This design comes from an exercise in tuning for small area and a short achievable clock period on the open sky130 flow, not from production work.
The RTL was checked by simulation tests, not by an equivalence proof against the original design.

==> flow/design.v (outline; a module is shown in full before it is edited, if it fits) <==
// module hb_filter: 1983 lines
module hb_filter(input logic clk,
                 input logic reset_n,
                 input logic signed [15:0] x_in,
                 output logic signed [15:0] y_out);
  // ...
==> flow/flow/run.sh <==
#!/bin/bash
# Standard layout; synthesis skips Yosys's early "abc -fast" so that the full-adder
# trees written in the RTL reach extract_fa unchanged; repair aims at a large setup margin.
set -euo pipefail
bash standard.sh SYNTH_ARGS=-noabc SETUP_SLACK_MARGIN=11.7 CTS_CLUSTER_SIZE=20 CTS_CLUSTER_DIAMETER=80 finish > standard.log 2>&1
==> flow/standard.sh <==
#!/bin/bash
# synth_recipe.tcl (not shown) runs the flow's synth.tcl, then flattens the netlist and writes it again
# the make line also repeats each setting of config.mk as NAME=value (left out here)
make -C /OpenROAD-flow-scripts/flow DESIGN_CONFIG=/design/flow/config.mk WORK_HOME=/design/flow/orfs CLKGATE_MAP_FILE= SYNTH_SCRIPT=/design/flow/synth_recipe.tcl "${@:-finish}"
==> flow/config.mk <==
export PLATFORM = sky130hd
export DESIGN_NAME = hb_filter
export DESIGN_NICKNAME = hb_filter
export VERILOG_FILES = /design/flow/design.v
export SDC_FILE = /design/flow/constraint.sdc
export NUM_CORES = 4
export LEC_CHECK = 0
export CAP_MARGIN = 20
export CORE_MARGIN = 2
export CORE_UTILIZATION = 40
export SLEW_MARGIN = 20
==> flow/constraint.sdc <==
create_clock -name core_clock -period 16.0 [get_ports {clk}]
set_input_delay 3.2000 -clock core_clock [delete_from_list [all_inputs] [get_ports {clk}]]
set_output_delay 3.2000 -clock core_clock [all_outputs]
set_load 0.01 [all_outputs]
==> key figures, run 1 <==
Status
  – Status: complete, no violations

Synthesis
  – Mapped Cells: 2005
  – Top cell type by total area after synthesis: dfrtp_1
  – Mux share of post-synthesis cell area: 0.000695
  – Synth warn: 2

Cells and area
  – Clock buffer count: 60
  – Area delta synth->final: 12.9%
  – Finished Cell Area: 0.0345 sq mm
  – Comb_multi_in: 1057
  – Fraction of layout cells with a size suffix above 1: 0.155
  – Most frequent cells in the layout: 512 x fa_1, 414 x dfrtp_1, 336 x inv_1, 145 x ha_1, 69 x dfxtp_1
  – Final Net Count: 2834
  – ClkCell Share: 0.0345
  – Multi-input combinational area share: 0.445
  – Biggest regs: taps: 400 flops, w4: 20 flops, w35: 19 flops

Setup path
  – CP bufs+invs: 2
  – CP arrival: 4.86 ns
  – Critical path data required time: 16.54 ns
  – FF-to-FF End: w35[18]$_DFF_P_
  – Family with the most delay on the worst path: compound AO/OA/AOI/OAI gates

Routing
  – Met2 wire len: 33900 um
  – Per-cell routed wire length: 23.2 um

STA
  – Unrepaired setup endpoints after global routing: true
  – Final setup TNS: 0 ns

Floorplanning
  – Die Footprint: 0.0787 sq mm

Min path
  – Hold endpoint: taps[12][6]$_DFF_PN0_
  – Hold_sp: taps[11][6]$_DFF_PN0_

Placed design
  – Port Buffers: 33
  – DP Cell Count: 3018

CTS
  – Clock Tree Buf Depth: 3
  – H-tree Lvls: 2
  – TritonCTS clock tree: built
==> run 2, diff against run 1 <==
==> flow/flow/run.sh (replaced) <==
#!/bin/bash
# Standard layout; synthesis skips Yosys's early "abc -fast" so that the full-adder
# trees written in the RTL reach extract_fa unchanged; repair aims at a large setup margin.
set -euo pipefail
bash standard.sh SYNTH_ARGS=-noabc SETUP_SLACK_MARGIN=11.55 CORE_UTILIZATION=55 CTS_CLUSTER_SIZE=20 CTS_CLUSTER_DIAMETER=80 finish > standard.log 2>&1
==> run 2 against run 1 <==
Final cell count decreased by 8.6%. Sequential share of layout area rose by 0.96 points. Count of clock-buffer cells in the layout rose by 3. Setup slack lost 0.079 ns. Critical path depth fell by 16. Synthesized cell count unchanged. Design area fell by 2.9%. Routed wire length decreased by 4.0%. Register-to-register slack got worse by 0.07 ns. Non-clock buffer count decreased by 41. Critical endpoint is now y_out[9]. Highest routed layer unchanged.
==> key figures, run 2 <==
Synthesis
  – Seq cells post-synth: 605
  – Most frequent cell after synthesis: fa_1
  – Seq/Total Area, Yosys: 0.473
  – Synth warn: 2 (unchanged)
  – Avg Cell Area, Syn: 15.3 sq um
  – Post-synth top area share: 0.355
  – Top cells by count, synth: 520 x fa_1, 434 x dfrtp_1, 340 x inv_1
  – Fraction of registers with async set/reset: 0.764
  – Synth Flop Type: dfrtp_1
  – Post-synth net total: 2701
  – Post-synth cell types: 53
  – Top cells by area, synth: dfrtp_1 35%, fa_1 34%, dfxtp_1 9.4%
  – Top cell type by total area after synthesis: dfrtp_1
  – Post-synth EDFFs: 0
  – Cell Area, Synth: 0.0306 sq mm
  – Mapped Cells: 2005 (unchanged)

Setup path
  – Crit path launch type: flop
  – Crit path depth: 1
  – FF-to-FF Start: taps[8][0]$_DFF_PN0_
  – Critical path origin: y_out[9]$_DFF_P_
  – FF-to-FF End: w35[17]$_DFF_P_
  – Sequence of cells on the critical path: dlygate4sd2_1
  – Critical Path End: y_out[9]
  – Critical Path Fanout Max: 1
  – Crit Path Class: reg2out
  – R2R Setup Slk: 11.62 ns
  – CP arrival: 1.19 ns (-3.67 ns)
  – CP bufs+invs: 1 (-1)
  – Endpoint class of the critical path: primary output
  – CP max stage cell: dfxtp_1
  – Critical path data required time: 12.80 ns (-3.74 ns)
  – Family with the most delay on the worst path: flip-flops
  – Max stage delay on crit path: 0.33 ns
  – R2R cell count: 18

Floorplanning
  – Starting Density: 0.555
  – Row count: 86
  – Die H: 240 um
  – Die Footprint: 0.0575 sq mm (-27%)
  – Placeable Area: 0.0551 sq mm
  – Horiz. Die Dim: 240 um
  – I/O pin count: 34

Placed design
  – Place WS: 10.20 ns
  – Routability-driven placement congestion ratio: 0.930
  – Port Buffers: 33 (unchanged)
  – DP Cell Count: 2788 (-7.6%)
  – Detailed placer's ending HPWL: 57300 um

STA
  – Final setup TNS: 0 ns (unchanged)
  – Min Hold Slack: 0.343 ns
  – Unrepaired setup endpoints after global routing: true
  – Max-slew headroom: 0.401
  – Fmax: 228 MHz
  – Final hold violation count: 0
  – Slew @ Worst Pin: 0.896 ns
  – Tmin final: 4.39 ns
  – Pins Over Slew Limit: 0
  – Setup WS post-layout: 11.61 ns
  – Setup violators final: 0
  – Clk_skew: 0.0226 ns
  – Fin crit share: 0.274

Cells and area
  – Fraction of layout cells with a size suffix above 1: 0.0935 (-0.0610)
  – Area delta synth->final: 9.71%
  – Area occupied by multi-input gates: 0.0151 sq mm
  – Most flop-heavy register: taps
  – Commonest non-fill, non-tap cell in the layout: fa_1
  – Core Util, Final: 0.609
  – Most frequent cells in the layout: 519 x fa_1, 419 x dfrtp_1, 340 x inv_1, 153 x ha_1, 103 x dfxtp_1
  – Final Net Count: 2794 (-1.4%)
  – Biggest regs: taps: 400 flops, w4: 20 flops, w35: 19 flops
  – Filler cell count: 4291
  – Largest register FFs: 400
  – Finished Layout Cells: 2878
  – Register Area: 0.0145 sq mm

Routing
  – DR vias: 14800
  – Routed vias/inst: 5.13
  – DR pass1 iterations: 5
  – Drc violations: 0
  – Initial drt markers: 896
  – Routed wire length: 70100 um
  – Routed Antenna Nets: 0
  – Per-cell routed wire length: 24.4 um (+5.1%)

CTS
  – TritonCTS clock tree: built
  – CTS hold repair buffers: 0
  – Worst-skew pair later-pin latency: 0.59 ns
  – H-tree Lvls: 2 (unchanged)
  – CTS root buf: clkbuf_16
  – Clock sink count: 605
  – Clock Tree Buf Depth: 3 (unchanged)
  – Reg clk slew, reported paths: 0.08 ns
  – CTS Buf Count: 39

Min path
  – Hold Crit Class: reg2reg

GRT
  – Routing usage on met3: 0.0386
  – Total gr overflow: 0
  – Gr usage total: 0.265
  – Met1 GRT Util: 0.418
  – Vias in the first global route: 16800
  – Met2 usage: 0.390
  – Largest net degree at the start of global routing: 116
  – Initial antenna violation count: 1
  – Most Used Layer, Global Route: met1
  – First-pass GRT wire length: 107000 um

Status
  – Status: complete, no violations

Run
  – Number of max-cap violations: 0
==> run 2: cell counts after synthesis <==
No cell type changed its count.
==> run 2: logic make-up after synthesis <==
group,share of synthesized area
compound gates,0.0346
mux,0.000695
fa+ha+maj,0.405
simple gates,0.0219
xor+xnor,0.0232
buf+inv,0.0421
flops,0.473
==> run 2: worst min-delay path by stage <==
stage	start	end	slack (ns)	cells after the start
after floorplan	u4[0]$_DFF_P_	r0_0_1$_DFF_PN1_	0.30	0
after global placement	u4[0]$_DFF_P_	r0_0_1$_DFF_PN1_	0.32	0
after detailed placement	u4[0]$_DFF_P_	r0_0_1$_DFF_PN1_	0.33	0
after CTS	u4[0]$_DFF_P_	r0_0_1$_DFF_PN1_	0.34	0
after global routing	u4[0]$_DFF_P_	r0_0_1$_DFF_PN1_	0.34	0
final	u4[0]$_DFF_P_	r0_0_1$_DFF_PN1_	0.34	0
==> run 2: cell type report <==
| cell class | instances | share of cell area |
|---|---|---|
| clock inverter | 9 | 0.00328 |
| tap | 748 | 0.0279 |
| inverter | 340 | 0.0380 |
| antenna | 1 | 0.0000746 |
| sequential | 605 | 0.433 |
| clock buffer | 63 | 0.0330 |
| multi-input combinational | 1057 | 0.449 |
| timing repair buffer | 55 | 0.0155 |
==> run 2: stage by stage <==
| step | cell area [sq um] |
|---|---|
| CTS | 33300 |
| detailed placement | 31900 |
| global route | 33600 |
| finish | 33600 |
| global placement | 31900 |
| floorplan | 30600 |
==> run 2: what timing repair did <==
action,in CTS,in global routing
setup buffers,5,11
resized for setup,53,66
pin swaps,5,16
endpoints found under the setup margin,106,89
==> run 2: layer usage <==
metal | vias up | share of wire
met1 | 7973 | 0.49
met4 | 0 | 0.028
met3 | 96 | 0.048
li1 | 6375 | -
met2 | 334 | 0.43
met5 | - | 0
==> run 3, diff against run 2 <==
==> flow/flow/run.sh (replaced) <==
#!/bin/bash
# Standard layout; synthesis skips Yosys's early "abc -fast" so that the full-adder
# trees written in the RTL reach extract_fa unchanged; repair aims at a large setup margin.
set -euo pipefail
bash standard.sh SYNTH_ARGS=-noabc SETUP_SLACK_MARGIN=11.55 CORE_UTILIZATION=65 PLACE_DENSITY=0.75 CTS_CLUSTER_SIZE=20 CTS_CLUSTER_DIAMETER=80 finish > standard.log 2>&1
==> run 3 against run 2 <==
Still clean. Register-to-register slack about the same. Core utilization grew 11 points. Critical path type is now reg2reg. Critical endpoint is now w35[18]$_DFF_P_. Largest cell class unchanged.
==> key figures, run 3 <==
CTS
  – TritonCTS clock tree: built
  – Reg clk slew, reported paths: 0.08 ns (about the same)
  – Clock Tree Buf Depth: 3 (unchanged)
  – Worst-skew pair later-pin latency: 0.60 ns (about the same)
  – CTS hold repair buffers: 0 (unchanged)
  – Clock sink count: 605 (unchanged)
  – CTS root buf: clkbuf_16
  – H-tree Lvls: 2 (unchanged)
  – CTS Buf Count: 39 (unchanged)

Cells and area
  – Area delta synth->final: 9.17%
  – Commonest non-fill, non-tap cell in the layout: fa_1
  – Biggest regs: taps: 400 flops, w4: 20 flops, w35: 19 flops
  – Most flop-heavy register: taps
  – Core Util, Final: 0.719 (+0.110)
  – Most frequent cells in the layout: 518 x fa_1, 419 x dfrtp_1, 340 x inv_1, 154 x ha_1, 102 x dfxtp_1
  – Final Net Count: 2803 (+0.32%)
  – Largest register FFs: 400 (unchanged)
  – Fraction of layout cells with a size suffix above 1: 0.0941 (+0.000630)

Floorplanning
  – Horiz. Die Dim: 221 um (-7.9%)
  – Placeable Area: 0.0465 sq mm (-16%)
  – I/O pin count: 34 (unchanged)
  – Row count: 79 (-8.1%)
  – Starting Density: 0.659 (+0.103)
  – Die Footprint: 0.0488 sq mm (-15%)
  – Die H: 221 um (-7.9%)

Setup path
  – Endpoint class of the critical path: flop
  – Critical Path Fanout Max: 4 (+3)
  – Critical path data required time: 16.52 ns (+3.72 ns)
  – Crit Path Class: reg2reg
  – Crit path launch type: flop
  – CP arrival: 4.91 ns (+3.72 ns)

Synthesis
  – Seq/Total Area, Yosys: 0.473 (unchanged)
  – Largest family of logic cells by synthesized area: adder cells
  – Top cells by area, synth: dfrtp_1 35%, fa_1 34%, dfxtp_1 9.4%
  – Post-Synth XOR/XNOR Area: 0.0232 (unchanged)
  – Synth Flop Type: dfrtp_1
  – Fraction of registers with async set/reset: 0.764 (unchanged)
  – Most frequent cell after synthesis: fa_1
  – Post-synth top area share: 0.355 (unchanged)
  – Mux share of post-synthesis cell area: 0.000695 (unchanged)
  – Compound-gate portion of the synthesized area: 0.0346 (unchanged)
  – Post-synthesis simple-gate area fraction: 0.0219 (unchanged)
  – Post-synth cell types: 53 (unchanged)
  – Mapped Cells: 2005 (unchanged)
  – Top cell type by total area after synthesis: dfrtp_1
  – Post-synth EDFFs: 0 (unchanged)
  – Seq cells post-synth: 605 (unchanged)
  – Cell Area, Synth: 0.0306 sq mm (unchanged)
  – Synth warn: 2 (unchanged)
  – Avg Cell Area, Syn: 15.3 sq um (unchanged)
  – Synth Area in Adders: 0.405 (unchanged)
  – Post-synth net total: 2701 (unchanged)
  – Top cells by count, synth: 520 x fa_1, 434 x dfrtp_1, 340 x inv_1

Placed design
  – Detailed placer's ending HPWL: 54900 um (-4.2%)
  – Port Buffers: 33 (unchanged)
  – Routability-driven placement congestion ratio: 0.979 (+5.3%)

GRT
  – Initial antenna violation count: 1 (unchanged)
  – Total gr overflow: 0 (unchanged)
  – Routing usage on met3: 0.0681 (+0.0295)
  – First-pass GRT wire length: 104000 um (-3.1%)
  – Met2 usage: 0.442 (+0.0520)
  – Met1 GRT Util: 0.443 (+0.0256)
  – Gr usage total: 0.296 (+0.0313)
  – Vias in the first global route: 17000 (+1.2%)
  – Most Used Layer, Global Route: met1
  – Largest net degree at the start of global routing: 188 (+62%)

STA
  – Setup violators final: 0 (unchanged)
  – Final hold violation count: 0 (unchanged)
  – Slew @ Worst Pin: 0.900 ns (+0.00359 ns)
  – Pins Over Slew Limit: 0 (unchanged)
  – Clk_skew: 0.0504 ns (+0.0278 ns)
  – Max-slew headroom: 0.385 (-0.0164)
  – Unrepaired setup endpoints after global routing: true
  – Fmax: 228 MHz (about the same)
  – Tmin final: 4.39 ns (+0.00150 ns)
  – Fin crit share: 0.274 (about the same)
  – Min Hold Slack: 0.326 ns (-0.0178 ns)
  – Final setup TNS: 0 ns (unchanged)

Routing
  – Drc violations: 0 (unchanged)
  – Initial drt markers: 1284 (+43%)
  – Routed wire length: 68300 um (-2.6%)
  – DR vias: 15200 (+2.9%)
  – Per-cell routed wire length: 24.9 um (+2.1%)
  – Routed vias/inst: 5.54 (+7.9%)
  – Routed Antenna Nets: 0 (unchanged)
  – DR pass1 iterations: 7 (+2)

Run
  – Number of max-cap violations: 0 (unchanged)

Status
  – Status: complete, no violations

Min path
  – Hold Crit Class: reg2reg
==> run 3: final cells by class <==
type	count	area (sq um)
Fill cell	2956	13100
Inverter	340	1280
Clock inverter	7	100
Timing Repair Buffer	64	593
Antenna cell	3	7.51
Multi-Input combinational cell	1057	15000
Sequential cell	605	14600
Clock buffer	63	1090
Tap cell	607	759
==> run 3: cells by family after synthesis <==
group | Yosys count
AND/OR/NAND/NOR | 135
buffers and inverters | 343
multiplexers | 2
AO/OA/AOI/OAI | 161
XOR/XNOR | 81
flip-flops | 605
adder cells (fa/ha/maj) | 678
==> run 3: worst paths after layout <==
| check | endpoint | slack (ns) | startpoint | depth (start not counted) |
|---|---|---|---|---|
| min reg2reg | taps[18][0]$_DFF_PN0_ | 0.33 | taps[17][0]$_DFF_PN0_ | 0 |
| min in group asynchronous | taps[4][1]$_DFF_PN0_ | 2.53 | reset_n | 1 |
| max in group asynchronous | taps[0][8]$_DFF_PN0_ | 12.13 | reset_n | 2 |
| min | taps[18][0]$_DFF_PN0_ | 0.33 | taps[17][0]$_DFF_PN0_ | 0 |
| max | w35[18]$_DFF_P_ | 11.61 | taps[14][0]$_DFF_PN0_ | 17 |
| max reg2reg | w35[18]$_DFF_P_ | 11.61 | taps[14][0]$_DFF_PN0_ | 17 |
==> run 3: repair_timing <==
action,in CTS,in global routing
pin swaps,5,20
setup buffers,4,22
setup endpoints to repair,99,84
gates resized for setup,52,68
hold endpoints to repair,0,0
gates cloned,0,1
==> run 3: worst max-delay path, stage by stage, from the launching register on <==
cell and delay, ns:
dfrtp_1 0.39, ha_2 0.20, fa_2 0.35, a21o_1 0.17, a21o_1 0.18, a21oi_2 0.15, inv_1 0.08, a21oi_2 0.13
xor2_1 0.18, inv_1 0.09, fa_1 0.62, ha_4 0.24, a211o_1 0.28, o311a_4 0.41, a211oi_4 0.28, o21ai_2 0.10
o41ai_2 0.31, xnor2_1 0.16
==> run 3: metal layers <==
layer / vias up / wire length [um]
li1: 6396 / -
met1: 8178 / 29600
met2: 501 / 30800
met3: 133 / 5160
met4: 0 / 2760
met5: - / 0
==> run 3: per-stage QoR <==
| step | std cells | area (sq um) | setup WS [ns] |
|---|---|---|---|
| after floorplan | 2005 | 30600 | 11.88 |
| after CTS | 2720 | 33000 | 11.55 |
| after detailed placement | 2646 | 31700 | 10.77 |
| final | 2746 | 33400 | 11.61 |
| after global routing | 2743 | 33400 | 11.40 |
| after global placement | 2646 | 31700 | 10.83 |
==> run 4, diff against run 3 <==
==> flow/flow/run.sh (replaced) <==
#!/bin/bash
# Standard layout; synthesis skips Yosys's early "abc -fast" so that the full-adder
# trees written in the RTL reach extract_fa unchanged; repair aims at a large setup margin.
set -euo pipefail
bash standard.sh SYNTH_ARGS=-noabc SETUP_SLACK_MARGIN=11.55 CORE_UTILIZATION=55 CTS_CLUSTER_SIZE=25 CTS_CLUSTER_DIAMETER=90 finish > standard.log 2>&1
==> run 4 against run 3 <==
Largest cell class unchanged. Still clean on timing, DRC and antenna. Critical path type is now reg2out. Die area grew 18%. Critical endpoint is now y_out[8]. Via count is 3.7% lower. Hold slack improved by 0.018 ns. Flip-flop and latch count stayed put. Routed wire length rose by 2.1%. Count of clock-buffer cells in the layout is 15 lower. Design area about the same.
==> key figures, run 4 <==
Status
  – Status: complete, no violations

STA
  – Fmax: 228 MHz (about the same)
  – Final hold violation count: 0 (unchanged)
  – Setup violators final: 0 (unchanged)
  – Unrepaired setup endpoints after global routing: true
  – Tmin final: 4.39 ns (+0.000300 ns)
  – Final setup TNS: 0 ns (unchanged)
  – Slew @ Worst Pin: 0.843 ns (-0.0563 ns)
  – Clk_skew: 0.0202 ns (-0.0302 ns)
  – Min Hold Slack: 0.344 ns (+0.0181 ns)
  – Fin crit share: 0.274 (about the same)
  – Pins Over Slew Limit: 0 (unchanged)
  – Max-slew headroom: 0.436 (+0.0516)

Cells and area
  – Biggest regs: taps: 400 flops, w4: 20 flops, w35: 19 flops
  – Final Net Count: 2792 (-0.39%)
  – Fraction of layout cells with a size suffix above 1: 0.0948 (+0.000665)
  – Finished Layout Cells: 2871 (+4.6%)
  – Most frequent cells in the layout: 519 x fa_1, 418 x dfrtp_1, 339 x inv_1, 153 x ha_1, 101 x dfxtp_1
  – Filler cell count: 4281 (+45%)
  – Area delta synth->final: 9.24% (about the same)
  – Largest register FFs: 400 (unchanged)
  – Most flop-heavy register: taps
  – Commonest non-fill, non-tap cell in the layout: fa_1

Routing
  – Routed Antenna Nets: 0 (unchanged)
  – Drc violations: 0 (unchanged)
  – Met2 wire len: 30400 um (-1.2%)
  – Per-cell routed wire length: 24.3 um (-2.4%)
  – DR pass1 iterations: 5 (-2)
  – Met3 WL: 4290 um (-17%)
  – WL met1: 33100 um (+12%)
  – Highest metal used: met4
  – Routed wire length: 69700 um (+2.1%)
  – DR vias: 14700 (-3.7%)
  – Routed vias/inst: 5.10 (-7.9%)
  – Initial drt markers: 827 (-36%)

Synthesis
  – Synth Flop Type: dfrtp_1
  – Post-synth EDFFs: 0 (unchanged)
  – Top cells by count, synth: 520 x fa_1, 434 x dfrtp_1, 340 x inv_1
  – Post-synth net total: 2701 (unchanged)
  – Synth warn: 2 (unchanged)
  – Cell Area, Synth: 0.0306 sq mm (unchanged)
  – Fraction of registers with async set/reset: 0.764 (unchanged)
  – Seq cells post-synth: 605 (unchanged)
  – Top cell type by total area after synthesis: dfrtp_1
  – Seq/Total Area, Yosys: 0.473 (unchanged)
  – Most frequent cell after synthesis: fa_1
  – Post-synth top area share: 0.355 (unchanged)
  – Avg Cell Area, Syn: 15.3 sq um (unchanged)
  – Mapped Cells: 2005 (unchanged)
  – Post-synth cell types: 53 (unchanged)
  – Top cells by area, synth: dfrtp_1 35%, fa_1 34%, dfxtp_1 9.4%

CTS
  – H-tree Lvls: 1 (-1)
  – Clock Tree Buf Depth: 3 (unchanged)
  – Worst-skew pair later-pin latency: 0.61 ns (about the same)
  – Reg clk slew, reported paths: 0.10 ns (+0.02 ns)
  – CTS root buf: clkbuf_16
  – CTS hold repair buffers: 0 (unchanged)
  – CTS Buf Count: 31 (-21%)
  – TritonCTS clock tree: built
  – Clock sink count: 605 (unchanged)

Setup path
  – Crit Path Class: reg2out
  – Endpoint class of the critical path: primary output
  – Crit path launch type: flop
  – Sequence of cells on the critical path: dlygate4sd2_1
  – Critical Path End: y_out[8]
  – Critical path data required time: 12.80 ns (-3.72 ns)
  – FF-to-FF End: r0_15_1$_DFF_PN0_
  – R2R Setup Slk: 11.65 ns (+0.04 ns)
  – Critical path origin: y_out[8]$_DFF_P_
  – CP max stage cell: dfxtp_1
  – Family with the most delay on the worst path: flip-flops
  – FF-to-FF Start: u2_l[4]$_DFF_P_
  – Critical Path Fanout Max: 1 (-3)
  – CP arrival: 1.19 ns (-3.72 ns)
  – Max stage delay on crit path: 0.31 ns (-0.31 ns)
  – CP bufs+invs: 1 (-1)
  – Crit path depth: 1 (-16)
  – R2R cell count: 9 (-8)

Placed design
  – Detailed placer's ending HPWL: 57300 um (+4.3%)
  – Port Buffers: 33 (unchanged)
  – Routability-driven placement congestion ratio: 0.930 (-5.0%)
  – DP Cell Count: 2788 (+5.4%)

Min path
  – Hold Crit Class: reg2reg

GRT
  – Gr usage total: 0.262 (-0.0349)
  – First-pass GRT wire length: 106000 um (+1.9%)
  – Total gr overflow: 0 (unchanged)
  – Initial antenna violation count: 4 (+3)
  – Vias in the first global route: 16700 (-2.0%)
  – Largest net degree at the start of global routing: 116 (-38%)

Floorplanning
  – Die H: 240 um (+8.6%)
  – Row count: 86 (+8.9%)
  – Starting Density: 0.555 (-0.103)
  – I/O pin count: 34 (unchanged)
  – Die Footprint: 0.0575 sq mm (+18%)
  – Horiz. Die Dim: 240 um (+8.6%)
  – Placeable Area: 0.0551 sq mm (+19%)

Run
  – Number of max-cap violations: 0 (unchanged)
run 4: layout make-up:
class,instances,area (sq um),area share
tap,748,936,0.0280
antenna,2,5.00,0.000150
clock buffer,48,840,0.0251
inverter,340,1280,0.0382
sequential,605,14500,0.435
clock inverter,10,169,0.00505
timing repair buffer,61,573,0.0171
multi-input combinational,1057,15100,0.451
run 4: worst min-delay path by stage:
stage | from | end | slack (ns) | cells after the start
5_1_grt | u4[0]$_DFF_P_ | r0_0_1$_DFF_PN1_ | 0.35 | 0
3_5_place_dp | u4[0]$_DFF_P_ | r0_0_1$_DFF_PN1_ | 0.33 | 0
2_1_floorplan | u4[0]$_DFF_P_ | r0_0_1$_DFF_PN1_ | 0.30 | 0
4_1_cts | u4[0]$_DFF_P_ | r0_0_1$_DFF_PN1_ | 0.34 | 0
6_report | taps[17][14]$_DFF_PN0_ | taps[18][14]$_DFF_PN0_ | 0.34 | 0
3_3_place_gp | u4[0]$_DFF_P_ | r0_0_1$_DFF_PN1_ | 0.32 | 0
run 4: layer usage:
layer  track usage  vias to the layer above
li1              -                     6361
met1         0.407                     7823
met2         0.388                      370
met3        0.0483                       97
met4        0.0619                        0
met5             0                        -
run 4: what timing repair did:
action | in CTS | in global routing
gates resized for setup | 54 | 78
setup endpoints to repair | 106 | 96
setup buffers | 5 | 17
pin swaps | 4 | 23
run 4: kinds of logic after synthesis:
| logic type | count (synthesis) | share of synthesized area |
|---|---|---|
| AND/OR/NAND/NOR | 135 | 0.0219 |
| AO/OA/AOI/OAI | 161 | 0.0346 |
| XOR/XNOR | 81 | 0.0232 |
| multiplexers | 2 | 0.000695 |
| flip-flops | 605 | 0.473 |
| buffers and inverters | 343 | 0.0421 |
| adder cells (fa/ha/maj) | 678 | 0.405 |
run 4: through the flow:
stage                     area [sq um]  setup WS [ns]  utilization
after floorplan                  30600          11.88            -
after global placement           31900          10.29        0.579
after detailed placement         31900          10.20        0.579
after CTS                        33000          11.55        0.600
after global routing             33400          11.47        0.607
final                            33400          11.61        0.607
==> run 5, diff against run 4 <==
==> flow/flow/run.sh (replaced) <==
#!/bin/bash
# Standard layout; synthesis skips Yosys's early "abc -fast" so that the full-adder
# trees written in the RTL reach extract_fa unchanged; repair aims at a large setup margin.
set -euo pipefail
bash standard.sh SYNTH_ARGS=-noabc SETUP_SLACK_MARGIN=11.65 CORE_UTILIZATION=55 CTS_CLUSTER_SIZE=20 CTS_CLUSTER_DIAMETER=80 finish > standard.log 2>&1
==> run 5 against run 4 <==
Area after synthesis unchanged. Maximum frequency increased by 2.1%. Routed wire length increased by 0.93%. Setup slack improved by 0.092 ns. Clock skew increased by 0.0025 ns. Via count increased by 1.2%. Design area increased by 1.1%. Hold slack got worse by 0.0015 ns.
==> key figures, run 5 <==
Status
  – Status: complete, no violations

Min path
  – Hold Crit Class: reg2reg
  – Hold_sp: u4[0]$_DFF_P_
  – Hold endpoint: r0_0_1$_DFF_PN1_
  – WHS Path Cells: 0 (unchanged)

STA
  – Max-slew headroom: 0.443 (+0.00684)
  – Tmin final: 4.30 ns (-0.0924 ns)
  – Clk_skew: 0.0226 ns (+0.00246 ns)
  – Fin crit share: 0.269 (-0.00577)
  – Slew @ Worst Pin: 0.835 ns (-0.00813 ns)
  – Final setup TNS: 0 ns (unchanged)
  – Final hold violation count: 0 (unchanged)
  – Pins Over Slew Limit: 0 (unchanged)
  – Unrepaired setup endpoints after global routing: true
  – Setup violators final: 0 (unchanged)
  – Fmax: 233 MHz (+2.1%)

Setup path
  – FF-to-FF End: r0_16_1$_DFF_PN0_
  – FF-to-FF Start: w35[9]$_DFF_P_
  – Crit Path Class: reg2out
  – CP bufs+invs: 1 (unchanged)
  – Max stage delay on crit path: 0.31 ns (about the same)
  – Family with the most delay on the worst path: flip-flops
  – CP arrival: 1.10 ns (-0.09 ns)
  – R2R cell count: 11 (+2)
  – Critical Path Fanout Max: 1 (unchanged)
  – Endpoint class of the critical path: primary output
  – Sequence of cells on the critical path: clkdlybuf4s15_2
  – CP max stage cell: dfxtp_1
  – Crit path launch type: flop
  – Critical path origin: y_out[15]$_DFF_P_
  – Critical path data required time: 12.80 ns (about the same)
  – R2R Setup Slk: 11.75 ns (+0.10 ns)

Placed design
  – Routability-driven placement congestion ratio: 0.930 (unchanged)
  – Detailed placer's ending HPWL: 57300 um (unchanged)
  – DP Cell Count: 2788 (unchanged)
  – Placed standard-cell area: 0.0319 sq mm (unchanged)
  – Port Buffers: 33 (unchanged)

CTS
  – H-tree Lvls: 2 (+1)
  – Worst-skew pair later-pin latency: 0.59 ns (-0.02 ns)
  – CTS Buf Count: 39 (+26%)
  – Clock sink count: 605 (unchanged)
  – TritonCTS clock tree: built
  – CTS root buf: clkbuf_16
  – Reg clk slew, reported paths: 0.08 ns (-0.02 ns)
  – Clock Tree Buf Depth: 3 (unchanged)

Synthesis
  – Seq cells post-synth: 605 (unchanged)
  – Fraction of registers with async set/reset: 0.764 (unchanged)
  – Top cells by count, synth: 520 x fa_1, 434 x dfrtp_1, 340 x inv_1
  – Cell Area, Synth: 0.0306 sq mm (unchanged)
  – Avg Cell Area, Syn: 15.3 sq um (unchanged)
  – Most frequent cell after synthesis: fa_1
  – Mapped Cells: 2005 (unchanged)
  – Synth Flop Type: dfrtp_1
  – Post-synth net total: 2701 (unchanged)
  – Post-synth top area share: 0.355 (unchanged)
  – Post-synth EDFFs: 0 (unchanged)
  – Post-synth cell types: 53 (unchanged)
  – Top cell type by total area after synthesis: dfrtp_1
  – Synth warn: 2 (unchanged)
  – Top cells by area, synth: dfrtp_1 35%, fa_1 34%, dfxtp_1 9.4%
  – Seq/Total Area, Yosys: 0.473 (unchanged)

Routing
  – DR vias: 14800 (+1.2%)
  – Routed vias/inst: 5.13 (+0.49%)
  – Initial drt markers: 860 (+4.0%)
  – DR pass1 iterations: 5 (unchanged)
  – Per-cell routed wire length: 24.3 um (+0.23%)
  – Routed wire length: 70400 um (+0.93%)
  – Routed Antenna Nets: 0 (unchanged)
  – Drc violations: 0 (unchanged)

Cells and area
  – Largest register FFs: 400 (unchanged)
  – Most flop-heavy register: taps
  – Commonest non-fill, non-tap cell in the layout: fa_1
  – Core Util, Final: 0.613 (+0.00679)
  – Fraction of layout cells with a size suffix above 1: 0.124 (+0.0294)
  – Most frequent cells in the layout: 517 x fa_1, 417 x dfrtp_1, 339 x inv_1, 149 x ha_1, 84 x dfxtp_1
  – Final Net Count: 2807 (+0.54%)
  – Area delta synth->final: 10.5%
  – Finished Cell Area: 0.0338 sq mm (+1.1%)
  – Biggest regs: taps: 400 flops, w4: 20 flops, w35: 19 flops
  – Finished Layout Cells: 2891 (+0.70%)

GRT
  – Largest net degree at the start of global routing: 116 (unchanged)
  – Gr usage total: 0.265 (+0.00348)
  – Total gr overflow: 0 (unchanged)
  – First-pass GRT wire length: 107000 um (+1.2%)
  – Vias in the first global route: 16800 (+0.79%)
  – Initial antenna violation count: 1 (-3)

Floorplanning
  – Die Footprint: 0.0575 sq mm (unchanged)
  – Die H: 240 um (unchanged)
  – Row count: 86 (unchanged)
  – Starting Density: 0.555 (unchanged)
  – I/O pin count: 34 (unchanged)
  – Placeable Area: 0.0551 sq mm (unchanged)
  – Horiz. Die Dim: 240 um (unchanged)

Run
  – Number of max-cap violations: 0 (unchanged)
## run 5: cell counts after synthesis
No cell type changed its count.
## run 5: worst max path at each step
stage                     cells after the start  slack (ns)                     to
after CTS                                    11       11.65      r0_16_1$_DFF_PN0_
after floorplan                              17       11.88        w35[18]$_DFF_P_
after global routing                         17       11.56        w35[18]$_DFF_P_
final                                         1       11.70              y_out[15]
after global placement                        3       10.29  taps[1][14]$_DFF_PN0_
after detailed placement                      3       10.20  taps[2][14]$_DFF_PN0_
## run 5: area by class of cell
| cell class | count | area [sq um] |
|---|---|---|
| flip-flops and latches | 605 | 14600 |
| fillers | 4262 | 21300 |
| repair buffers | 68 | 569 |
| clock inverters | 9 | 110 |
| well taps | 748 | 936 |
| multi-input cells | 1057 | 15200 |
| clock buffers | 63 | 1110 |
| diodes | 1 | 2.50 |
| inverters | 340 | 1280 |
## run 5: metal layers
metal,global-route usage,wire length (um),vias to the layer above
met3,0.0386,3550,104
li1,-,-,6398
met2,0.390,30600,314
met1,0.417,34200,8009
met4,0.0742,2020,0
met5,0,0,-
## run 5: what timing repair did
item | CTS | global route
hold buffers | 0 | 0
pin swaps | 10 | 22
endpoints found under the setup margin | 114 | 150
gates resized for setup | 131 | 97
setup buffers | 6 | 23
## run 5: cells by family (layout without fill, tap and decap cells)
logic type               after synthesis  after routing  synth area share
adder cells (fa/ha/maj)              678            678             0.405
flip-flops                           605            605             0.473
buffers and inverters                343            480            0.0421
AO/OA/AOI/OAI                        161            161            0.0346
AND/OR/NAND/NOR                      135            135            0.0219
XOR/XNOR                              81             81            0.0232
multiplexers                           2              2          0.000695
other                                  0              1                 0
## run 5: through the flow
stage	worst slack [ns]	hold slack [ns]
3_5_place_dp	10.20	0.328
4_1_cts	11.65	0.339
2_1_floorplan	11.88	0.301
6_report	11.70	0.342
3_3_place_gp	10.29	0.321
5_1_grt	11.56	0.341
==> run 6, diff against run 5 <==
==> flow/flow/run.sh (replaced) <==
#!/bin/bash
# Standard layout; synthesis skips Yosys's early "abc -fast" so that the full-adder
# trees written in the RTL reach extract_fa unchanged; repair aims at a large setup margin.
set -euo pipefail
bash standard.sh SYNTH_ARGS=-noabc SETUP_SLACK_MARGIN=11.75 CORE_UTILIZATION=55 CTS_CLUSTER_SIZE=20 CTS_CLUSTER_DIAMETER=80 finish > standard.log 2>&1
==> run 6 against run 5 <==
Still clean. Routed wire length increased by 0.54%. Design area is 1.3% higher. Critical path depth did not move. Via count grew 0.45%. Area after synthesis did not move.
==> key figures, run 6 <==
STA
  – Max-slew headroom: 0.443 (about the same)
  – Fmax: 237 MHz (+1.8%)
  – Tmin final: 4.23 ns (-0.0743 ns)
  – Pins Over Slew Limit: 0 (unchanged)
  – Fin crit share: 0.264 (-0.00464)
  – Clk_skew: 0.0261 ns (+0.00348 ns)
  – Slew @ Worst Pin: 0.836 ns (+0.000325 ns)
  – Min Hold Slack: 0.342 ns (-0.0000660 ns)
  – Unrepaired setup endpoints after global routing: true
  – Setup violators final: 0 (unchanged)
  – Final hold violation count: 0 (unchanged)
  – Final setup TNS: 0 ns (unchanged)

Routing
  – Routed vias/inst: 5.10 (-0.51%)
  – DR pass1 iterations: 5 (unchanged)
  – Routed wire length: 70700 um (+0.54%)
  – Initial drt markers: 805 (-6.4%)
  – Drc violations: 0 (unchanged)
  – Routed Antenna Nets: 0 (unchanged)
  – Per-cell routed wire length: 24.2 um (-0.42%)
  – DR vias: 14900 (+0.45%)

Status
  – Status: complete, no violations

GRT
  – First-pass GRT wire length: 108000 um (+0.41%)
  – Vias in the first global route: 16800 (+0.30%)
  – Most Used Layer, Global Route: met1
  – Routing usage on met3: 0.0384 (-0.000230)
  – Met2 usage: 0.393 (+0.00299)
  – Gr usage total: 0.266 (+0.00126)
  – Met1 GRT Util: 0.418 (+0.000949)
  – Initial antenna violation count: 1 (unchanged)
  – Largest net degree at the start of global routing: 116 (unchanged)
  – Total gr overflow: 0 (unchanged)

Min path
  – Hold endpoint: r0_0_1$_DFF_PN1_
  – WHS Path Cells: 0 (unchanged)
  – Hold_sp: u4[0]$_DFF_P_
  – Hold Crit Class: reg2reg

Placed design
  – Detailed placer's ending HPWL: 57300 um (unchanged)
  – Port Buffers: 33 (unchanged)
  – Routability-driven placement congestion ratio: 0.930 (unchanged)
  – DP Cell Count: 2788 (unchanged)

Synthesis
  – Seq cells post-synth: 605 (unchanged)
  – Top cells by area, synth: dfrtp_1 35%, fa_1 34%, dfxtp_1 9.4%
  – Compound-gate portion of the synthesized area: 0.0346 (unchanged)
  – Synth Area in Adders: 0.405 (unchanged)
  – Most frequent cell after synthesis: fa_1
  – Cell Area, Synth: 0.0306 sq mm (unchanged)
  – Top cells by count, synth: 520 x fa_1, 434 x dfrtp_1, 340 x inv_1
  – Post-synthesis simple-gate area fraction: 0.0219 (unchanged)
  – Top cell type by total area after synthesis: dfrtp_1
  – Post-synth cell types: 53 (unchanged)
  – Synth Flop Type: dfrtp_1
  – Post-synth top area share: 0.355 (unchanged)
  – Seq/Total Area, Yosys: 0.473 (unchanged)
  – Synth warn: 2 (unchanged)
  – Largest family of logic cells by synthesized area: adder cells
  – Post-synth EDFFs: 0 (unchanged)
  – Post-synth net total: 2701 (unchanged)
  – Post-Synth XOR/XNOR Area: 0.0232 (unchanged)
  – Avg Cell Area, Syn: 15.3 sq um (unchanged)
  – Fraction of registers with async set/reset: 0.764 (unchanged)
  – Mux share of post-synthesis cell area: 0.000695 (unchanged)
  – Mapped Cells: 2005 (unchanged)

Floorplanning
  – Placeable Area: 0.0551 sq mm (unchanged)
  – I/O pin count: 34 (unchanged)
  – Die H: 240 um (unchanged)
  – Starting Density: 0.555 (unchanged)
  – Die Footprint: 0.0575 sq mm (unchanged)
  – Row count: 86 (unchanged)
  – Horiz. Die Dim: 240 um (unchanged)

CTS
  – Reg clk slew, reported paths: 0.08 ns (about the same)
  – TritonCTS clock tree: built
  – CTS root buf: clkbuf_16
  – H-tree Lvls: 2 (unchanged)
  – CTS Buf Count: 39 (unchanged)
  – Worst-skew pair later-pin latency: 0.59 ns (about the same)
  – CTS hold repair buffers: 0 (unchanged)
  – Clock sink count: 605 (unchanged)
  – Clock Tree Buf Depth: 3 (unchanged)

Setup path
  – Max stage delay on crit path: 0.33 ns (+0.02 ns)
  – Crit Path Class: reg2out
  – Sequence of cells on the critical path: buf_6
  – R2R cell count: 11 (unchanged)
  – CP arrival: 1.03 ns (-0.07 ns)
  – CP max stage cell: dfxtp_2
  – CP bufs+invs: 1 (unchanged)
  – FF-to-FF End: r0_16_1$_DFF_PN0_
  – Family with the most delay on the worst path: flip-flops
  – R2R Setup Slk: 11.78 ns (+0.03 ns)
  – Crit path launch type: flop
  – Endpoint class of the critical path: primary output
  – Critical Path Fanout Max: 1 (unchanged)
  – FF-to-FF Start: u6_l[3]$_DFF_P_
  – Critical path data required time: 12.80 ns (about the same)

Cells and area
  – Largest register FFs: 400 (unchanged)
  – Filler cell count: 4223 (-0.92%)
  – Area occupied by multi-input gates: 0.0153 sq mm (+0.72%)
  – Area delta synth->final: 11.9%
  – Biggest regs: taps: 400 flops, w4: 20 flops, w35: 19 flops
  – Final Net Count: 2835 (+1.0%)
  – Most frequent cells in the layout: 511 x fa_1, 414 x dfrtp_1, 339 x inv_1, 148 x ha_1, 63 x dfxtp_1
  – Register Area: 0.0147 sq mm (+0.36%)
  – Most flop-heavy register: taps
  – Finished Layout Cells: 2919 (+0.97%)
  – Commonest non-fill, non-tap cell in the layout: fa_1
  – Fraction of layout cells with a size suffix above 1: 0.155 (+0.0311)

Run
  – Number of max-cap violations: 0 (unchanged)
==> run 6: logic make-up (layout without fill, tap and decap cells) <==
group           after synthesis  count (layout)
xor+xnor                     81              81
mux                           2               2
flops                       605             605
fa+ha+maj                   678             678
buf+inv                     343             508
other cells                   0               1
compound gates              161             161
simple gates                135             135
==> run 6: repair_timing <==
action                     in CTS  in global routing
buffers inserted               19                 38
pin swaps                      18                 42
gates resized for setup       196                 96
setup endpoints to repair     172                120
==> run 6: how the worst max path moves through the flow <==
stage	end	cells after the start	slack, ns	from
floorplan	w35[18]$_DFF_P_	17	11.88	taps[8][0]$_DFF_PN0_
global placement	taps[1][14]$_DFF_PN0_	3	10.29	reset_n
detailed placement	taps[2][14]$_DFF_PN0_	3	10.20	reset_n
CTS	w35[18]$_DFF_P_	18	11.68	taps[8][0]$_DFF_PN0_
global route	w35[18]$_DFF_P_	16	11.63	taps[8][0]$_DFF_PN0_
finish	y_out[9]	1	11.77	y_out[9]$_DFF_P_
==> run 6: per-layer routing <==
metal / up-vias / share of wire
li1: 6450 / -
met1: 8002 / 0.48
met2: 342 / 0.44
met3: 98 / 0.053
met4: 0 / 0.026
met5: - / 0
==> run 6: final cells by class <==
cell class / instances / area share
Clock inverter: 9 / 0.00322
Timing Repair Buffer: 96 / 0.0244
Multi-Input combinational cell: 1057 / 0.447
Sequential cell: 605 / 0.428
Tap cell: 748 / 0.0274
Clock buffer: 63 / 0.0324
Inverter: 340 / 0.0373
Antenna cell: 1 / 0.0000731
==> run 6: through the flow <==
stage / instance area (sq um) / utilization / setup WS (ns)
after floorplan: 30600 / - / 11.88
after global placement: 31900 / 0.579 / 10.29
after CTS: 33500 / 0.609 / 11.68
after global routing: 34200 / 0.621 / 11.63
after detailed placement: 31900 / 0.579 / 10.20
final: 34200 / 0.621 / 11.77
==> run 7, diff against run 6 <==
==> flow/flow/run.sh (replaced) <==
#!/bin/bash
# Standard layout; synthesis skips Yosys's early "abc -fast" so that the full-adder
# trees written in the RTL reach extract_fa unchanged; repair aims at a large setup margin.
set -euo pipefail
bash standard.sh SYNTH_ARGS=-noabc SETUP_SLACK_MARGIN=11.65 CORE_UTILIZATION=55 PLACE_DENSITY=0.7 CTS_CLUSTER_SIZE=25 CTS_CLUSTER_DIAMETER=90 finish > standard.log 2>&1
==> run 7 against run 6 <==
Now fails the layout checks on antenna violations. First-iteration DRC count is 15% higher. Die area stayed put. Critical endpoint is now w35[17]$_DFF_P_. Largest cell class unchanged.
==> key figures, run 7 <==
Status
  – Status: finished with violations
  – SO Faults: antenna violations

Routing
  – Routed Antenna Nets: 1 (+1)
  – DR pass1 iterations: 4 (-1)
  – Per-cell routed wire length: 23.8 um (-1.7%)
  – Routed vias/inst: 5.19 (+1.7%)
  – Initial drt markers: 926 (+15%)
  – Drc violations: 0 (unchanged)
  – DR vias: 15000 (+0.62%)
  – Routed wire length: 68800 um (-2.7%)

CTS
  – TritonCTS clock tree: built
  – CTS Buf Count: 30 (-23%)
  – Clock sink count: 605 (unchanged)
  – CTS root buf: clkbuf_16
  – Clock Tree Buf Depth: 3 (unchanged)
  – Worst-skew pair later-pin latency: 0.62 ns (+0.03 ns)
  – Reg clk slew, reported paths: 0.10 ns (+0.02 ns)
  – CTS hold repair buffers: 0 (unchanged)
  – H-tree Lvls: 1 (-1)

Placed design
  – Place WS: 10.19 ns (-0.0142 ns)
  – Detailed placer's ending HPWL: 55700 um (-2.8%)
  – Routability-driven placement congestion ratio: 0.982 (+5.6%)
  – Port Buffers: 33 (unchanged)

Synthesis
  – Seq cells post-synth: 605 (unchanged)
  – Top cell type by total area after synthesis: dfrtp_1
  – Seq/Total Area, Yosys: 0.473 (unchanged)
  – Post-synth top area share: 0.355 (unchanged)
  – Avg Cell Area, Syn: 15.3 sq um (unchanged)
  – Synth warn: 2 (unchanged)
  – Post-synth net total: 2701 (unchanged)
  – Most frequent cell after synthesis: fa_1
  – Post-synth EDFFs: 0 (unchanged)
  – Post-synth cell types: 53 (unchanged)
  – Synth Flop Type: dfrtp_1
  – Top cells by count, synth: 520 x fa_1, 434 x dfrtp_1, 340 x inv_1
  – Mapped Cells: 2005 (unchanged)
  – Top cells by area, synth: dfrtp_1 35%, fa_1 34%, dfxtp_1 9.4%
  – Cell Area, Synth: 0.0306 sq mm (unchanged)
  – Fraction of registers with async set/reset: 0.764 (unchanged)

Setup path
  – Max stage delay on crit path: 0.47 ns (+0.14 ns)
  – Crit Path Class: reg2reg
  – CP arrival: 4.90 ns (+3.87 ns)
  – Endpoint class of the critical path: flop
  – Crit path launch type: flop
  – Critical path data required time: 16.56 ns (+3.76 ns)
  – R2R cell count: 19 (+8)
  – Critical Path Fanout Max: 3 (+2)
  – Most used cell, CP: a21o_1
  – CP max stage cell: fa_2
  – Sequence of cells on the critical path: ha_4 > fa_2 > a21o_1 > a21o_1 > a21oi_4 > o21ai_2 > a21oi_1 > xor2_1 > inv_1 > fa_2 > ha_1 > a21o_1 > a21oi_2 > nor2b_1 > a41oi_4 > nand2_2 > a31o_1 > a21oi_2 > xor2_1

GRT
  – First-pass GRT wire length: 106000 um (-1.8%)
  – Vias in the first global route: 17100 (+1.5%)
  – Gr usage total: 0.259 (-0.00697)
  – Initial antenna violation count: 2 (+1)
  – Largest net degree at the start of global routing: 122 (+5.2%)
  – Total gr overflow: 0 (unchanged)

Cells and area
  – Largest register FFs: 400 (unchanged)
  – Final Net Count: 2808 (-0.95%)
  – Most flop-heavy register: taps
  – Fraction of layout cells with a size suffix above 1: 0.128 (-0.0274)
  – Commonest non-fill, non-tap cell in the layout: fa_1
  – Core Util, Final: 0.611 (-0.0103)
  – Area delta synth->final: 10.0%
  – Most frequent cells in the layout: 518 x fa_1, 417 x dfrtp_1, 339 x inv_1, 152 x ha_1, 76 x dfxtp_1
  – Filler cell count: 4169 (-1.3%)
  – Biggest regs: taps: 400 flops, w4: 20 flops, w35: 19 flops

STA
  – Clk_skew: 0.0286 ns (+0.00252 ns)
  – Pins Over Slew Limit: 0 (unchanged)
  – Slew @ Worst Pin: 0.691 ns (-0.145 ns)
  – Fmax: 231 MHz (-2.6%)
  – Fin crit share: 0.271 (+0.00699)
  – Setup violators final: 0 (unchanged)
  – Max-slew headroom: 0.539 (+0.0956)
  – Tmin final: 4.34 ns (+0.112 ns)
  – Final setup TNS: 0 ns (unchanged)
  – Setup WS post-layout: 11.66 ns (-0.112 ns)
  – Unrepaired setup endpoints after global routing: true
  – Final hold violation count: 0 (unchanged)

Floorplanning
  – Die H: 240 um (unchanged)
  – Row count: 86 (unchanged)
  – Die Footprint: 0.0575 sq mm (unchanged)
  – I/O pin count: 34 (unchanged)
  – Starting Density: 0.555 (unchanged)
  – Horiz. Die Dim: 240 um (unchanged)
  – Placeable Area: 0.0551 sq mm (unchanged)

Run
  – Number of max-cap violations: 0 (unchanged)

Min path
  – WHS Path Cells: 0 (unchanged)
  – Hold Crit Class: reg2reg
[run 7: cell counts after synthesis]
No cell type changed its count.
[run 7: layout make-up]
type	count	area, sq um	share of cell area
repair buffers	78	663	0.0197
flip-flops and latches	605	14600	0.434
diodes	6	15.0	0.000446
clock buffers	49	852	0.0253
inverters	340	1280	0.0379
clock inverters	6	98.8	0.00294
well taps	748	936	0.0278
multi-input cells	1057	15200	0.452
[run 7: stage by stage]
step           std cells  cell area (sq um)  hold slack, ns
2_1_floorplan       2005              30600           0.301
3_3_place_gp        2786              31900           0.322
3_5_place_dp        2786              31900           0.327
4_1_cts             2860              33200           0.337
5_1_grt             2883              33600           0.345
6_report            2889              33700           0.336
[run 7: repair_timing]
| action | CTS | global route |
|---|---|---|
| setup buffers | 18 | 23 |
| pin swaps | 14 | 22 |
| resized for setup | 149 | 90 |
| cloned | 1 | 0 |
| endpoints found under the setup margin | 314 | 127 |
[run 7: path summary, 6_finish.rpt]
path                                        from                   end  slack (ns)
min                                u4[0]$_DFF_P_      r0_0_1$_DFF_PN1_        0.34
max reg2reg                taps[14][0]$_DFF_PN0_       w35[17]$_DFF_P_       11.66
min reg2reg                        u4[0]$_DFF_P_      r0_0_1$_DFF_PN1_        0.34
max in group asynchronous                reset_n     r0_16_0$_DFF_PN1_       11.97
max                        taps[14][0]$_DFF_PN0_       w35[17]$_DFF_P_       11.66
min in group asynchronous                reset_n  taps[5][7]$_DFF_PN0_        2.56
[run 7: cell families after synthesis]
kind of cell    share of synthesized area
compound gates                     0.0346
xor+xnor                           0.0232
buf+inv                            0.0421
simple gates                       0.0219
flops                               0.473
mux                              0.000695
fa+ha+maj                           0.405
[run 7: worst max-delay path, delay by kind of cell, from the launching register on]
family                     cells  cell delay [ns]
xor gates and xnor gates       2             0.42
and+or+nand+nor                2             0.22
buffers and inverters          1             0.12
AOI/OAI and AO/OA             10             1.86
adders and majority gates      4             1.25
DFF                            1             0.43
[run 7: per-layer routing]
metal / vias to the layer above / GRT usage / wire [um]
li1: 6400 / - / -
met1: 8090 / 0.382 / 30800
met2: 377 / 0.398 / 31400
met3: 118 / 0.0430 / 3620
met4: 0 / 0.0915 / 2940
met5: - / 0 / 0
==> run 8, diff against run 7 <==
==> flow/flow/run.sh (replaced) <==
#!/bin/bash
# Standard layout; synthesis skips Yosys's early "abc -fast" so that the full-adder
# trees written in the RTL reach extract_fa unchanged; repair aims at a large setup margin.
set -euo pipefail
bash standard.sh SYNTH_ARGS=-noabc SETUP_SLACK_MARGIN=11.6 CORE_UTILIZATION=55 CTS_CLUSTER_SIZE=25 CTS_CLUSTER_DIAMETER=90 finish > standard.log 2>&1
==> run 8 against run 7 <==
Now clean on timing, DRC and antenna. Setup slack got worse by 0.032 ns. Final cell count decreased by 0.69%. Critical path depth fell by 2. Synthesized cell count is the same. Core utilization is 0.44 points lower. Critical path type unchanged. Critical endpoint unchanged.
==> key figures, run 8 <==
Status
  – Status: complete, no violations

Setup path
  – Crit Path Class: reg2reg
  – CP arrival: 4.92 ns (+0.02 ns)
  – Endpoint class of the critical path: flop
  – Critical path data required time: 16.55 ns (about the same)
  – Crit path launch type: flop
  – Critical Path Fanout Max: 4 (+1)

Cells and area
  – Most flop-heavy register: taps
  – Filler cell count: 4272 (+2.5%)
  – Fraction of layout cells with a size suffix above 1: 0.106 (-0.0222)
  – Largest register FFs: 400 (unchanged)
  – Most frequent cells in the layout: 519 x fa_1, 418 x dfrtp_1, 339 x inv_1, 154 x ha_1, 87 x dfxtp_1
  – Area occupied by multi-input gates: 0.0151 sq mm (-0.77%)
  – Biggest regs: taps: 400 flops, w4: 20 flops, w35: 19 flops
  – Final Net Count: 2790 (-0.64%)
  – Area delta synth->final: 9.21%
  – Commonest non-fill, non-tap cell in the layout: fa_1
  – Register Area: 0.0146 sq mm (-0.27%)

Routing
  – Per-cell routed wire length: 24.3 um (+1.9%)
  – Routed Antenna Nets: 0 (-1)
  – Routed vias/inst: 5.10 (-1.6%)
  – Drc violations: 0 (unchanged)
  – DR pass1 iterations: 4 (unchanged)
  – Initial drt markers: 795 (-14%)
  – Routed wire length: 69700 um (+1.2%)
  – DR vias: 14600 (-2.3%)

GRT
  – Gr usage total: 0.262 (+0.00229)
  – Total gr overflow: 0 (unchanged)
  – Vias in the first global route: 16700 (-2.5%)
  – Largest net degree at the start of global routing: 116 (-4.9%)
  – First-pass GRT wire length: 106000 um (+0.14%)
  – Initial antenna violation count: 4 (+2)

Synthesis
  – Cell Area, Synth: 0.0306 sq mm (unchanged)
  – Synth Flop Type: dfrtp_1
  – Most frequent cell after synthesis: fa_1
  – Post-synth top area share: 0.355 (unchanged)
  – Top cells by area, synth: dfrtp_1 35%, fa_1 34%, dfxtp_1 9.4%
  – Top cells by count, synth: 520 x fa_1, 434 x dfrtp_1, 340 x inv_1
  – Seq/Total Area, Yosys: 0.473 (unchanged)
  – Seq cells post-synth: 605 (unchanged)
  – Post-synth EDFFs: 0 (unchanged)
  – Fraction of registers with async set/reset: 0.764 (unchanged)
  – Synth warn: 2 (unchanged)
  – Top cell type by total area after synthesis: dfrtp_1
  – Mapped Cells: 2005 (unchanged)
  – Post-synth cell types: 53 (unchanged)
  – Post-synth net total: 2701 (unchanged)
  – Avg Cell Area, Syn: 15.3 sq um (unchanged)

STA
  – Fin crit share: 0.273 (+0.00200)
  – Tmin final: 4.37 ns (+0.0320 ns)
  – Setup violators final: 0 (unchanged)
  – Unrepaired setup endpoints after global routing: true
  – Min Hold Slack: 0.342 ns (+0.00594 ns)
  – Clk_skew: 0.0199 ns (-0.00870 ns)
  – Max-slew headroom: 0.419 (-0.119)
  – Final hold violation count: 0 (unchanged)
  – Pins Over Slew Limit: 0 (unchanged)
  – Fmax: 229 MHz (-0.73%)
  – Final setup TNS: 0 ns (unchanged)
  – Slew @ Worst Pin: 0.869 ns (+0.179 ns)

Placed design
  – Port Buffers: 33 (unchanged)
  – Detailed placer's ending HPWL: 57300 um (+2.8%)
  – Routability-driven placement congestion ratio: 0.930 (-5.3%)

Floorplanning
  – Placeable Area: 0.0551 sq mm (unchanged)
  – Horiz. Die Dim: 240 um (unchanged)
  – Row count: 86 (unchanged)
  – Die H: 240 um (unchanged)
  – Die Footprint: 0.0575 sq mm (unchanged)
  – Starting Density: 0.555 (unchanged)
  – I/O pin count: 34 (unchanged)

CTS
  – Worst-skew pair later-pin latency: 0.61 ns (about the same)
  – Clock Tree Buf Depth: 3 (unchanged)
  – H-tree Lvls: 1 (unchanged)
  – TritonCTS clock tree: built
  – CTS root buf: clkbuf_16
  – Clock sink count: 605 (unchanged)
  – Reg clk slew, reported paths: 0.10 ns (about the same)
  – CTS Buf Count: 31 (+3.3%)

Run
  – Number of max-cap violations: 0 (unchanged)

Min path
  – Hold Crit Class: reg2reg
==> run 8: cell types whose count changed in the layout (fill, tap and decap cells not counted), moves of 3 or more <==
cell / change
clkbuf_2: +8
clkbuf_8: -3
dfxtp_4: -10
dfxtp_1: +11
buf_2: -15
clkdlybuf4s15_1: +3
buf_4: -18
clkdlybuf4s15_2: +4
diode_2: -4
==> run 8: timing repair <==
action | CTS | global route
pin swaps | 10 | 16
buffers inserted | 5 | 15
hold buffers | 0 | 0
resized for setup | 101 | 73
setup endpoints to repair | 112 | 106
==> run 8: routing by layer <==
metal,share of wire,global-route usage
met2,0.44,0.388
met5,0,0
met3,0.059,0.0483
met4,0.026,0.0619
met1,0.48,0.407
==> run 8: cells by family (layout without fill, tap and decap cells) <==
group	after synthesis	count (layout)	share of synthesized area
adder cells (fa/ha/maj)	678	678	0.405
flip-flops	605	605	0.473
buffers and inverters	343	457	0.0421
AO/OA/AOI/OAI	161	161	0.0346
AND/OR/NAND/NOR	135	135	0.0219
XOR/XNOR	81	81	0.0232
multiplexers	2	2	0.000695
other	0	2	0
==> run 8: metrics by stage <==
step / setup WS (ns) / std cells / cell area [sq um] / util
floorplan: 11.88 / 2005 / 30600 / -
global placement: 10.29 / 2788 / 31900 / 0.579
detailed placement: 10.20 / 2788 / 31900 / 0.579
CTS: 11.60 / 2851 / 33100 / 0.601
global route: 11.42 / 2867 / 33400 / 0.606
finish: 11.63 / 2869 / 33400 / 0.606
==> run 8: layout make-up <==
class                      count  area share
antenna                        2    0.000150
clock buffer                  48      0.0251
clock inverter                10     0.00506
inverter                     340      0.0382
multi-input combinational   1057       0.451
sequential                   605       0.436
tap                          748      0.0280
timing repair buffer          59      0.0159
==> run 8: worst paths after layout <==
| kind | start | endpoint | slack (ns) | depth (start not counted) |
|---|---|---|---|---|
| worst max register to register | taps[8][0]$_DFF_PN0_ | w35[17]$_DFF_P_ | 11.63 | 17 |
| worst max-delay path | taps[8][0]$_DFF_PN0_ | w35[17]$_DFF_P_ | 11.63 | 17 |
| worst min register to register | taps[17][14]$_DFF_PN0_ | taps[18][14]$_DFF_PN0_ | 0.34 | 0 |
| max in group asynchronous | reset_n | taps[3][12]$_DFF_PN0_ | 11.94 | 3 |
| min in group asynchronous | reset_n | taps[4][2]$_DFF_PN0_ | 2.55 | 1 |
| worst min-delay path | taps[17][14]$_DFF_PN0_ | taps[18][14]$_DFF_PN0_ | 0.34 | 0 |
==> run 8: worst max-delay path, stage by stage (launching register included) <==
cell,delay (ns)
dfrtp_1,0.40
ha_1,0.24
fa_2,0.36
a21o_1,0.16
a21o_1,0.21
a21oi_2,0.20
o21ai_2,0.12
a211oi_2,0.29
xnor2_1,0.19
inv_1,0.09
fa_1,0.59
ha_4,0.23
and3_1,0.24
a41oi_2,0.30
nand2_1,0.13
a31o_1,0.23
a21oi_1,0.18
xor2_1,0.15

## separate check: timing with driven ports
No port has a modelled driver above. Below, the same layouts with a new extraction and two added sets of constraints. Step 1 (the two cells are an assumption about what drives the block):
set clk [get_ports {clk}]
set_driving_cell -lib_cell sky130_fd_sc_hd__clkbuf_16 $clk
set_driving_cell -lib_cell sky130_fd_sc_hd__buf_2 [delete_from_list [all_inputs] $clk]
Step 2 adds t to the input delays and takes it off the output delays; t is the mean of the earliest and latest rising clock arrival at the registers after step 1. Input paths then give back, and output paths get back, about the clock's delay inside the block. Three values: no drivers, after step 1, after step 2; two values: the first two.
| run | shift t [ns] | setup WS [ns] | hold slack, ns | worst register clock-pin slew, ns | cell pins on the clock port's net |
|---|---|---|---|---|---|
| run 1 | 0.650 | 11.689 / 11.681 / 11.250 | 0.328 / 0.328 / 0.328 | 0.09 / 0.09 | 1 |
| run 2 | 0.631 | 11.610 / 11.553 / 11.264 | 0.343 / 0.343 / 0.343 | 0.08 / 0.08 | 1 |
| run 3 | 0.631 | 11.608 / 11.585 / 11.503 | 0.326 / 0.326 / 0.326 | 0.08 / 0.08 | 1 |
| run 4 | 0.662 | 11.608 / 11.548 / 11.274 | 0.344 / 0.344 / 0.344 | 0.10 / 0.10 | 1 |
| run 5 | 0.633 | 11.700 / 11.643 / 11.376 | 0.342 / 0.342 / 0.342 | 0.08 / 0.08 | 1 |
| run 6 | 0.633 | 11.775 / 11.717 / 11.390 | 0.342 / 0.342 / 0.342 | 0.09 / 0.09 | 1 |
| run 7 | 0.665 | 11.663 / 11.663 / 11.285 | 0.336 / 0.336 / 0.336 | 0.10 / 0.10 | 1 |
| run 8 | 0.663 | 11.631 / 11.593 / 11.274 | 0.342 / 0.342 / 0.342 | 0.10 / 0.10 | 1 |
For run 1, which loses most, drivers alone change the setup slack by -0.008 ns; drivers and shift together by -0.439 ns. The worst setup slack also covers recovery checks on asynchronous resets.
